Background: an optimization exercise with open tools, aiming at small area, a short achievable clock period and few clock cycles. Do not read the settings as production practice. Where RTL was checked, it was by simulation tests only, not by an equivalence proof against the original. The clock input has no modelled driver; a real chip could not lean on it and would need a root buffer or a full tree. Power is estimated from default activity; no workload was simulated.

pine:
## day3_part2_top
module day3_part2_top( clk, rst, rom_addr, rom_data, sum, done );
export LEC_CHECK = 0
export ABC_CLOCK_PERIOD_IN_PS = 1500
export CAP_MARGIN = 20
export CORE_MARGIN = 2
export CORE_UTILIZATION = 40
export SETUP_SLACK_MARGIN = 2.5
export SLEW_MARGIN = 20
create_clock -name core_clock -period 4.0 [get_ports {clk}]
standard.sh (not shown) runs the stock make flow with config.mk's settings and CLKGATE_MAP_FILE= SYNTH_SCRIPT=/design/flow/synth_recipe.tcl, a recipe that flattens the netlist after the stock synthesis.
==> flow/flow/run.sh <==
#!/bin/bash
# The standard layout (standard.sh), except:
# - the clock tree is built by flow/mycts.tcl, run as ORFS's PRE_CTS_TCL hook,
#   which then skips clock_tree_synthesis: the clock port drives 4 root
#   inverters, each driving 2 leaf inverters, each driving an equal-count grid
#   cluster of flip-flops (two inversions: the flip-flops see the port clock);
# - the port buffers are buf_2 cells instead of delay cells;

# All tool output goes to standard.log and ORFS's own logs under orfs/logs.
set -euo pipefail
export PRE_CTS_TCL=$PWD/flow/mycts.tcl
export MYCTS_COLS=4
export MYCTS_ROWS=2
export MYCTS_ROOT=sky130_fd_sc_hd__clkinv_16
export MYCTS_LEAF=sky130_fd_sc_hd__clkinv_16
export MYCTS_OUTBUF=sky130_fd_sc_hd__buf_2
export MYCTS_INBUF=sky130_fd_sc_hd__buf_2
bash standard.sh > standard.log 2>&1
Other scripts of this flow, unchanged in this note and not shown: flow/flow/mycts.tcl
pine: full flow OK, the timing, design-rule and antenna checks passed
### pine -> cedar
diff --git a/flow/flow/run.sh b/flow/flow/run.sh
--- a/flow/flow/run.sh
+++ b/flow/flow/run.sh
@@ -8 +8 @@
-
+# - setup repair does not insert buffers (unbuffer, sizeup, swap only).
@@ -17,0 +18 @@
+export SETUP_MOVE_SEQUENCE=unbuffer,sizeup,swap
- Critical path depth | cedar below pine
- [compare] base=pine new=cedar: sequential standard cell area level, clock-pin transition on the worst setup and hold timing paths closely matched the old numbers.
No functional check of the RTL was part of any run of this note. No run of this note takes its clock network from TritonCTS; it comes from the design's own scripts or RTL.

* * *

## build 39
day3_part2_top, a different RTL version from the one above (not shown whole).
Size: roughly 170 flip-flops, roughly 57 I/O pins, about 6400 um^2 of cells after synthesis.
==> flow/design.v (excerpt) <==
module day3_part2_top( clk, rst, rom_addr, rom_data, sum, done );
    input clk;
    input rst;
    output [13:0] rom_addr;
    input [7:0] rom_data;
    output [31:0] sum;
    output done;
    reg        rst_q;       
    reg [13:0] addr;
    reg [6:0]  hi;          
    reg [7:0]  lo;          
    reg        pz;          
    reg        l1, l2, l3;  
    reg [52:1] seen1;
    reg [52:1] seen2;
    reg        keep1a;      
    reg        keep1b;      
    reg        keep2a;      
    reg        keep2b;      
    reg [5:0]  badge;
    reg        add;         
    reg        add2;        
    reg        c3;
    reg [5:0]  sum_lo;
    reg        carry;
    reg [11:0] sum_hi;
    reg        fin;         
    reg        fin2;
    reg        int_done;
    wire zero = hi[0] & lo[0];
    wire eol = zero & ~pz;                        
    wire last = eol & l3;                         
    wire [52:1] keep1 = {{26{keep1b}}, {26{keep1a}}};
    wire [52:1] keep2 = {{26{keep2b}}, {26{keep2a}}};
    reg [52:1] hit;
    integer i;
    always @(*)
        for (i = 1; i <= 52; i = i + 1)
            hit[i] = hi[i / 8] & lo[i % 8];
    reg [5:0] enc;
    always @(*) begin
        enc = 6'd0;
  ...
export LEC_CHECK = 0
export ABC_CLOCK_PERIOD_IN_PS = 1500
export CAP_MARGIN = 20
export CORE_MARGIN = 2
export CORE_UTILIZATION = 40
export SETUP_SLACK_MARGIN = 2.5
export SLEW_MARGIN = 20
create_clock -name core_clock -period 4.0 [get_ports {clk}]
==> flow/flow/run.sh <==
#!/bin/bash
# The standard layout (standard.sh), except:
# - the clock tree is built by flow/mycts.tcl, run as ORFS's PRE_CTS_TCL hook,
#   which then skips clock_tree_synthesis: the clock port drives 4 root
#   inverters, each driving 2 leaf inverters, each driving an equal-count grid
#   cluster of flip-flops (two inversions: the flip-flops see the port clock);
# - the port buffers are buf_2 cells instead of delay cells;
# - setup repair does not insert buffers (unbuffer, sizeup, swap only).
# All tool output goes to standard.log and ORFS's own logs under orfs/logs.
set -euo pipefail
export PRE_CTS_TCL=$PWD/flow/mycts.tcl
export MYCTS_COLS=4
export MYCTS_ROWS=2
export MYCTS_ROOT=sky130_fd_sc_hd__inv_8
export MYCTS_LEAF=sky130_fd_sc_hd__inv_12
export MYCTS_OUTBUF=sky130_fd_sc_hd__buf_2
export MYCTS_INBUF=sky130_fd_sc_hd__buf_2
export MYCTS_OUTFF=sky130_fd_sc_hd__dfxtp_2
export SETUP_MOVE_SEQUENCE=unbuffer,sizeup,swap
# slow wide OR gates are left out of synthesis and repair; adders are plain
# gates for abc rather than full-adder cells
export DONT_USE_CELLS="sky130_fd_sc_hd__or4* sky130_fd_sc_hd__or3*"
export ADDER_MAP_FILE=
bash standard.sh > standard.log 2>&1
==> flow/flow/mycts.tcl <==
set nleaf_cols [expr {[info exists ::env(MYCTS_COLS)] ? $::env(MYCTS_COLS) : 2}]
set nleaf_rows [expr {[info exists ::env(MYCTS_ROWS)] ? $::env(MYCTS_ROWS) : 4}]
set root_master_name [expr {[info exists ::env(MYCTS_ROOT)] ? $::env(MYCTS_ROOT) : "sky130_fd_sc_hd__clkbuf_16"}]
set leaf_master_name [expr {[info exists ::env(MYCTS_LEAF)] ? $::env(MYCTS_LEAF) : "sky130_fd_sc_hd__clkbuf_16"}]

set db [ord::get_db]
set block [ord::get_db_block]
set clk_net [$block findNet clk]
set leaf_master [$db findMaster $leaf_master_name]

# flip-flop clock pins on the clock net
set sinks {}
foreach it [$clk_net getITerms] {
  set inst [$it getInst]
  set loc [$inst getLocation]
  set m [$inst getMaster]
  set x [expr {[lindex $loc 0] + [$m getWidth] / 2}]
  set y [expr {[lindex $loc 1] + [$m getHeight] / 2}]
  lappend sinks [list $x $y $it]
}
set n [llength $sinks]
puts "mycts: $n clock sinks, $nleaf_cols x $nleaf_rows leaves"

# grid partition with equal counts: columns by x, then rows by y
set sinks [lsort -integer -index 0 $sinks]
set clusters {}
for {set c 0} {$c < $nleaf_cols} {incr c} {
  set lo [expr {($c * $n) / $nleaf_cols}]
  set hi [expr {(($c + 1) * $n) / $nleaf_cols - 1}]
  set col [lsort -integer -index 1 [lrange $sinks $lo $hi]]
  set m [llength $col]
  for {set r 0} {$r < $nleaf_rows} {incr r} {
    set lo2 [expr {($r * $m) / $nleaf_rows}]
    set hi2 [expr {(($r + 1) * $m) / $nleaf_rows - 1}]
    lappend clusters [lrange $col $lo2 $hi2]
  }
}

proc centroid {pts} {
  set sx 0; set sy 0
  foreach p $pts { set sx [expr {$sx + [lindex $p 0]}]; set sy [expr {$sy + [lindex $p 1]}] }
  set k [llength $pts]
  return [list [expr {$sx / $k}] [expr {$sy / $k}]]
}

proc place_at {inst x y} {
  set m [$inst getMaster]
  set x0 [expr {$x - [$m getWidth] / 2}]
  set y0 [expr {$y - [$m getHeight] / 2}]
  $inst setLocation [expr {int($x0)}] [expr {int($y0)}]
  $inst setPlacementStatus PLACED
}

set leaf_pos {}
foreach cl $clusters { lappend leaf_pos [centroid $cl] }
set root_nets {}
for {set c 0} {$c < $nleaf_cols} {incr c} {
  if {$root_master_name eq "none"} {
    lappend root_nets $clk_net
    continue
  }
  set rp [centroid [lrange $leaf_pos [expr {$c * $nleaf_rows}] [expr {($c + 1) * $nleaf_rows - 1}]]]
  set root [odb::dbInst_create $block [$db findMaster $root_master_name] "mycts_root_$c"]
  place_at $root [lindex $rp 0] [lindex $rp 1]
  set rnet [odb::dbNet_create $block "mycts_root_net_$c"]
  $rnet setSigType CLOCK
  [$root findITerm A] connect $clk_net
  [$root findITerm [expr {[$root findITerm X] ne "NULL" ? "X" : "Y"}]] connect $rnet
  lappend root_nets $rnet
}

set i 0
foreach cl $clusters pos $leaf_pos {
  set leaf [odb::dbInst_create $block $leaf_master "mycts_leaf_$i"]
  place_at $leaf [lindex $pos 0] [lindex $pos 1]
  set net [odb::dbNet_create $block "mycts_net_$i"]
  $net setSigType CLOCK
  [$leaf findITerm A] connect [lindex $root_nets [expr {$i / $nleaf_rows}]]
  [$leaf findITerm [expr {[$leaf findITerm X] ne "NULL" ? "X" : "Y"}]] connect $net
  foreach p $cl {
    set it [lindex $p 2]
    $it disconnect
    $it connect $net
  }
  puts "mycts: leaf $i at $pos drives [llength $cl] sinks"
  incr i
}
$clk_net setSigType CLOCK

set_propagated_clock [all_clocks]

# the tree is built: make the flow's CTS calls no-ops (repair_clock_inverters
# would clone the root inverters for each of their loads)
rename clock_tree_synthesis orig_clock_tree_synthesis
proc clock_tree_synthesis {args} { puts "mycts: clock_tree_synthesis skipped" }
rename repair_clock_inverters orig_repair_clock_inverters
proc repair_clock_inverters {args} { puts "mycts: repair_clock_inverters skipped" }

# Output ports: the flow's port buffers are slow delay cells; use buf_2.
if {[info exists ::env(MYCTS_OUTBUF)] && $::env(MYCTS_OUTBUF) ne ""} {
  foreach port [all_outputs] {
    set net [get_nets [get_full_name $port]]
    foreach pin [get_pins -of_objects $net -filter "direction == output"] {
      set inst [get_cells -of_objects $pin]
      set cell [get_property $inst ref_name]
      if {[string match "sky130_fd_sc_hd__*buf*" $cell] || [string match "sky130_fd_sc_hd__dly*" $cell]} {
        replace_cell [get_property $inst full_name] $::env(MYCTS_OUTBUF)
      }
    }
  }
}

# Input ports (but the clock): the flow's port buffers are slow delay cells.
if {[info exists ::env(MYCTS_INBUF)] && $::env(MYCTS_INBUF) ne ""} {
  foreach port [all_inputs] {
    set pname [get_full_name $port]
    if {$pname eq "clk"} { continue }
    set net [get_nets $pname]
    foreach pin [get_pins -of_objects $net -filter "direction == input"] {
      set inst [get_cells -of_objects $pin]
      set cell [get_property $inst ref_name]
      if {[string match "sky130_fd_sc_hd__*buf*" $cell] || [string match "sky130_fd_sc_hd__dly*" $cell]} {
        replace_cell [get_property $inst full_name] $::env(MYCTS_INBUF)
      }
    }
  }
}

# Flip-flops that drive an output port's buffer: upsize to MYCTS_OUTFF (same
# cell type, larger drive), so the path to the output is fast.
if {[info exists ::env(MYCTS_OUTFF)] && $::env(MYCTS_OUTFF) ne ""} {
  foreach port [all_outputs] {
    set net [get_nets [get_full_name $port]]
    foreach pin [get_pins -of_objects $net -filter "direction == output"] {
      set buf [get_cells -of_objects $pin]
      foreach in [get_pins -of_objects $buf -filter "direction == input"] {
        set n2 [get_nets -of_objects $in]
        foreach drv [get_pins -of_objects $n2 -filter "direction == output"] {
          set ff [get_cells -of_objects $drv]
          if {[get_property $ff ref_name] eq "sky130_fd_sc_hd__dfxtp_1"} {
            replace_cell [get_property $ff full_name] $::env(MYCTS_OUTFF)
          }
        }
      }
    }
  }
}
Testbench counts of build 39, summed over its fixed seeds: cycles 164,595.
### build 39 -> build 50
==> flow/flow/run.sh <==
#!/bin/bash
# The standard layout (standard.sh), except:
# - the clock tree is built by flow/mycts.tcl, run as ORFS's PRE_CTS_TCL hook,
#   which then skips clock_tree_synthesis: the clock port drives 4 root
#   inverters, each driving 2 leaf inverters, each driving an equal-count grid
#   cluster of flip-flops (two inversions: the flip-flops see the port clock);
# - the port buffers are buf_2 cells instead of delay cells;

# All tool output goes to standard.log and ORFS's own logs under orfs/logs.
set -euo pipefail
export PRE_CTS_TCL=$PWD/flow/mycts.tcl
export MYCTS_COLS=4
export MYCTS_ROWS=2
export MYCTS_ROOT=sky130_fd_sc_hd__clkinv_16
export MYCTS_LEAF=sky130_fd_sc_hd__clkinv_16
export MYCTS_OUTBUF=sky130_fd_sc_hd__buf_2
export MYCTS_INBUF=sky130_fd_sc_hd__buf_2
bash standard.sh > standard.log 2>&1
diff --git a/flow/flow/mycts.tcl b/flow/flow/mycts.tcl
--- a/flow/flow/mycts.tcl
+++ b/flow/flow/mycts.tcl
@@ -127,21 +127 @@
 }
-
-# Flip-flops that drive an output port's buffer: upsize to MYCTS_OUTFF (same
-# cell type, larger drive), so the path to the output is fast.
-if {[info exists ::env(MYCTS_OUTFF)] && $::env(MYCTS_OUTFF) ne ""} {
-  foreach port [all_outputs] {
-    set net [get_nets [get_full_name $port]]
-    foreach pin [get_pins -of_objects $net -filter "direction == output"] {
-      set buf [get_cells -of_objects $pin]
-      foreach in [get_pins -of_objects $buf -filter "direction == input"] {
-        set n2 [get_nets -of_objects $in]
-        foreach drv [get_pins -of_objects $n2 -filter "direction == output"] {
-          set ff [get_cells -of_objects $drv]
-          if {[get_property $ff ref_name] eq "sky130_fd_sc_hd__dfxtp_1"} {
-            replace_cell [get_property $ff full_name] $::env(MYCTS_OUTFF)
-          }
-        }
-      }
-    }
-  }
-}
--- outcome ---
Build 50: detailed-route wire length per cell higher than build 39. Against build 39, internal portion of total power in build 50 rose by a few percent. Between build 39 and build 50, the sequential power does not differ in any meaningful way. The setup slack of the worst register-to-register path of build 50 is lower than that of build 39. From build 39 to build 50 the numbers moved as follows: synthesized area stayed essentially flat, worst setup slack fell by 0.039 ns, logic gate share of total power fell by 0.6 points, synthesized cell count fell by 1.8%, clock-pin transition on the worst setup and hold timing paths fell by 0.03 ns. For build 50, the end point of the critical path was sum_lo[4], unlike build 39, where it was badge[3]. Between build 39 and build 50, the critical path depth in cells is lower for build 39.
## Diff of input files: build 37 against build 50
- ABC_CLOCK_PERIOD_IN_PS now 1750, was 1500
- SETUP_SLACK_MARGIN now 2.4, was 2.5
==> flow/flow/run.sh <==
#!/bin/bash
# The standard layout, except that the clock tree is built by
# flow/mycts.tcl (run as ORFS's PRE_CTS_TCL hook, which then skips
# clock_tree_synthesis): the clock port drives one root clkbuf per column of
# leaf clkbufs, each leaf drives one equal-count grid cluster of flip-flops.
set -euo pipefail
export PRE_CTS_TCL=$PWD/flow/mycts.tcl
export MYCTS_COLS=4
export MYCTS_ROWS=2
export MYCTS_ROOT=sky130_fd_sc_hd__clkbuf_16
export MYCTS_LEAF=sky130_fd_sc_hd__clkbuf_16
export MYCTS_OUTBUF=sky130_fd_sc_hd__buf_2
export SETUP_MOVE_SEQUENCE=unbuffer,sizeup,swap
bash standard.sh > standard.log 2>&1
diff --git a/flow/flow/mycts.tcl b/flow/flow/mycts.tcl
--- a/flow/flow/mycts.tcl
+++ b/flow/flow/mycts.tcl
@@ -1 +1,5 @@
+# Clock tree: the clock port drives one root clkbuf, which drives NLEAF leaf
+# clkbufs; each leaf drives the clock pins of one cluster of flip-flops. The
+# clusters split the flip-flops into a grid of equal-count regions, so every
+# flip-flop sees the same two buffer levels. Replaces clock_tree_synthesis.
 set nleaf_cols [expr {[info exists ::env(MYCTS_COLS)] ? $::env(MYCTS_COLS) : 2}]
@@ -67,3 +71,3 @@
   [$root findITerm A] connect $clk_net
-  [$root findITerm [expr {[$root findITerm X] ne "NULL" ? "X" : "Y"}]] connect $rnet
+  [$root findITerm X] connect $rnet
   lappend root_nets $rnet
@@ -78,3 +82,3 @@
   [$leaf findITerm A] connect [lindex $root_nets [expr {$i / $nleaf_rows}]]
-  [$leaf findITerm [expr {[$leaf findITerm X] ne "NULL" ? "X" : "Y"}]] connect $net
+  [$leaf findITerm X] connect $net
   foreach p $cl {
@@ -91,8 +95,5 @@
 
-# the tree is built: make the flow's CTS calls no-ops (repair_clock_inverters
-# would clone the root inverters for each of their loads)
+# the tree is built: make the flow's CTS call a no-op
 rename clock_tree_synthesis orig_clock_tree_synthesis
 proc clock_tree_synthesis {args} { puts "mycts: clock_tree_synthesis skipped" }
-rename repair_clock_inverters orig_repair_clock_inverters
-proc repair_clock_inverters {args} { puts "mycts: repair_clock_inverters skipped" }
 
@@ -111,17 +112 @@
 }
-
-# Input ports (but the clock): the flow's port buffers are slow delay cells.
-if {[info exists ::env(MYCTS_INBUF)] && $::env(MYCTS_INBUF) ne ""} {
-  foreach port [all_inputs] {
-    set pname [get_full_name $port]
-    if {$pname eq "clk"} { continue }
-    set net [get_nets $pname]
-    foreach pin [get_pins -of_objects $net -filter "direction == input"] {
-      set inst [get_cells -of_objects $pin]
-      set cell [get_property $inst ref_name]
-      if {[string match "sky130_fd_sc_hd__*buf*" $cell] || [string match "sky130_fd_sc_hd__dly*" $cell]} {
-        replace_cell [get_property $inst full_name] $::env(MYCTS_INBUF)
-      }
-    }
-  }
-}
==> comparison <==
- Build 37 ended with every stage complete and zero timing, DRC or antenna violations.
- Comparing build 50 and build 37, the lower fraction of power consumed by the clock network is on build 50.
- The setup slack of build 37 is smaller than that of build 50.
- When the final numbers for build 50 and build 37 were put side by side, the minimum period implied by the final worst setup slack turned out to be smaller in build 50.
- Build 37 and build 50 ended up with roughly the same register-to-register slack.
- When build 37 is measured against build 50, its pre-CTS setup slack turns out 0.014 ns higher.
- Between build 37 and build 50, the worst stage delay on the critical path figures differ only marginally.
- Relative to build 50, global-route wire length before repair has increased by 660 um in build 37.
diff inputs: build 37 => build 86
- changing ABC_CLOCK_PERIOD_IN_PS from 1750 to 1550
- setting ABC_AREA to 1 for the first time
- changing SETUP_SLACK_MARGIN from 2.4 to 2.38
--- outcome ---
Re post-synth design cell area: build 37 and build 86 aren't equal, and the lower value belongs to build 37. The post-synthesis compound-gate area fraction number comes out higher for build 37 vs build 86. Delta (build 86 minus build 37): clock network fraction of design power decreased by 0.6 points relative to the old numbers; met1 usage in global routing decreased by 0.42 points relative to the old numbers; total non-filler cell area in the finished layout increased by about 3% relative to the old numbers; all-layer global routing usage decreased by 0.98 points relative to the old numbers; setup slack increased by 0.0053 ns relative to the old numbers. NOTE final non-filler cell total build 37->build 86 increased by more than 10%.
In every run of this note, the design's own scripts or RTL, not TritonCTS, make the clock network.

-- what the ideal ports hide --
In the flow no input, the clock included, has a driving cell. The finished layouts below were timed again as built, in two steps.
Step 1, drivers: a clkbuf_16 drives clk and a buf_2 each remaining input, both assumed.
Step 2 moves the port delays by t, midway between the first and last clock arrival at a register: inputs arrive t later, outputs are due t later. That takes back most of the time a late clock gives input paths.
Slacks: ideal / step 1 / step 2; pairs: ideal / step 1.
| run | t, ns | setup slack, ns | hold slack, ns | slew at the worst register clock pin (ns) | worst slew at a driven data input, ns |
|---|---|---|---|---|---|
| pine | 0.339 | 2.336 / 2.302 / 2.336 | 0.451 / 0.452 / 0.452 | 0.05 / 0.06 | 0.03 |
| cedar | 0.339 | 2.286 / 2.285 / 2.285 | 0.442 / 0.443 / 0.443 | 0.05 / 0.06 | 0.03 |
| build 39 | 0.245 | 2.495 / 2.408 / 2.495 | 0.438 / 0.440 / 0.440 | 0.08 / 0.08 | 0.03 |
| build 50 | 0.338 | 2.456 / 2.285 / 2.455 | 0.438 / 0.439 / 0.439 | 0.05 / 0.06 | 0.03 |
| build 37 | 0.357 | 2.399 / 2.323 / 2.229 | 0.446 / 0.446 / 0.446 | 0.09 / 0.09 | 0.03 |
| build 86 | 0.364 | 2.405 / 2.320 / 2.259 | 0.407 / 0.407 / 0.407 | 0.09 / 0.09 | 0.04 |
After both steps setup and hold are still met in every run listed. The setup slack of build 37, which loses most, moves by -0.076 ns with the drivers and by -0.170 ns with both steps.
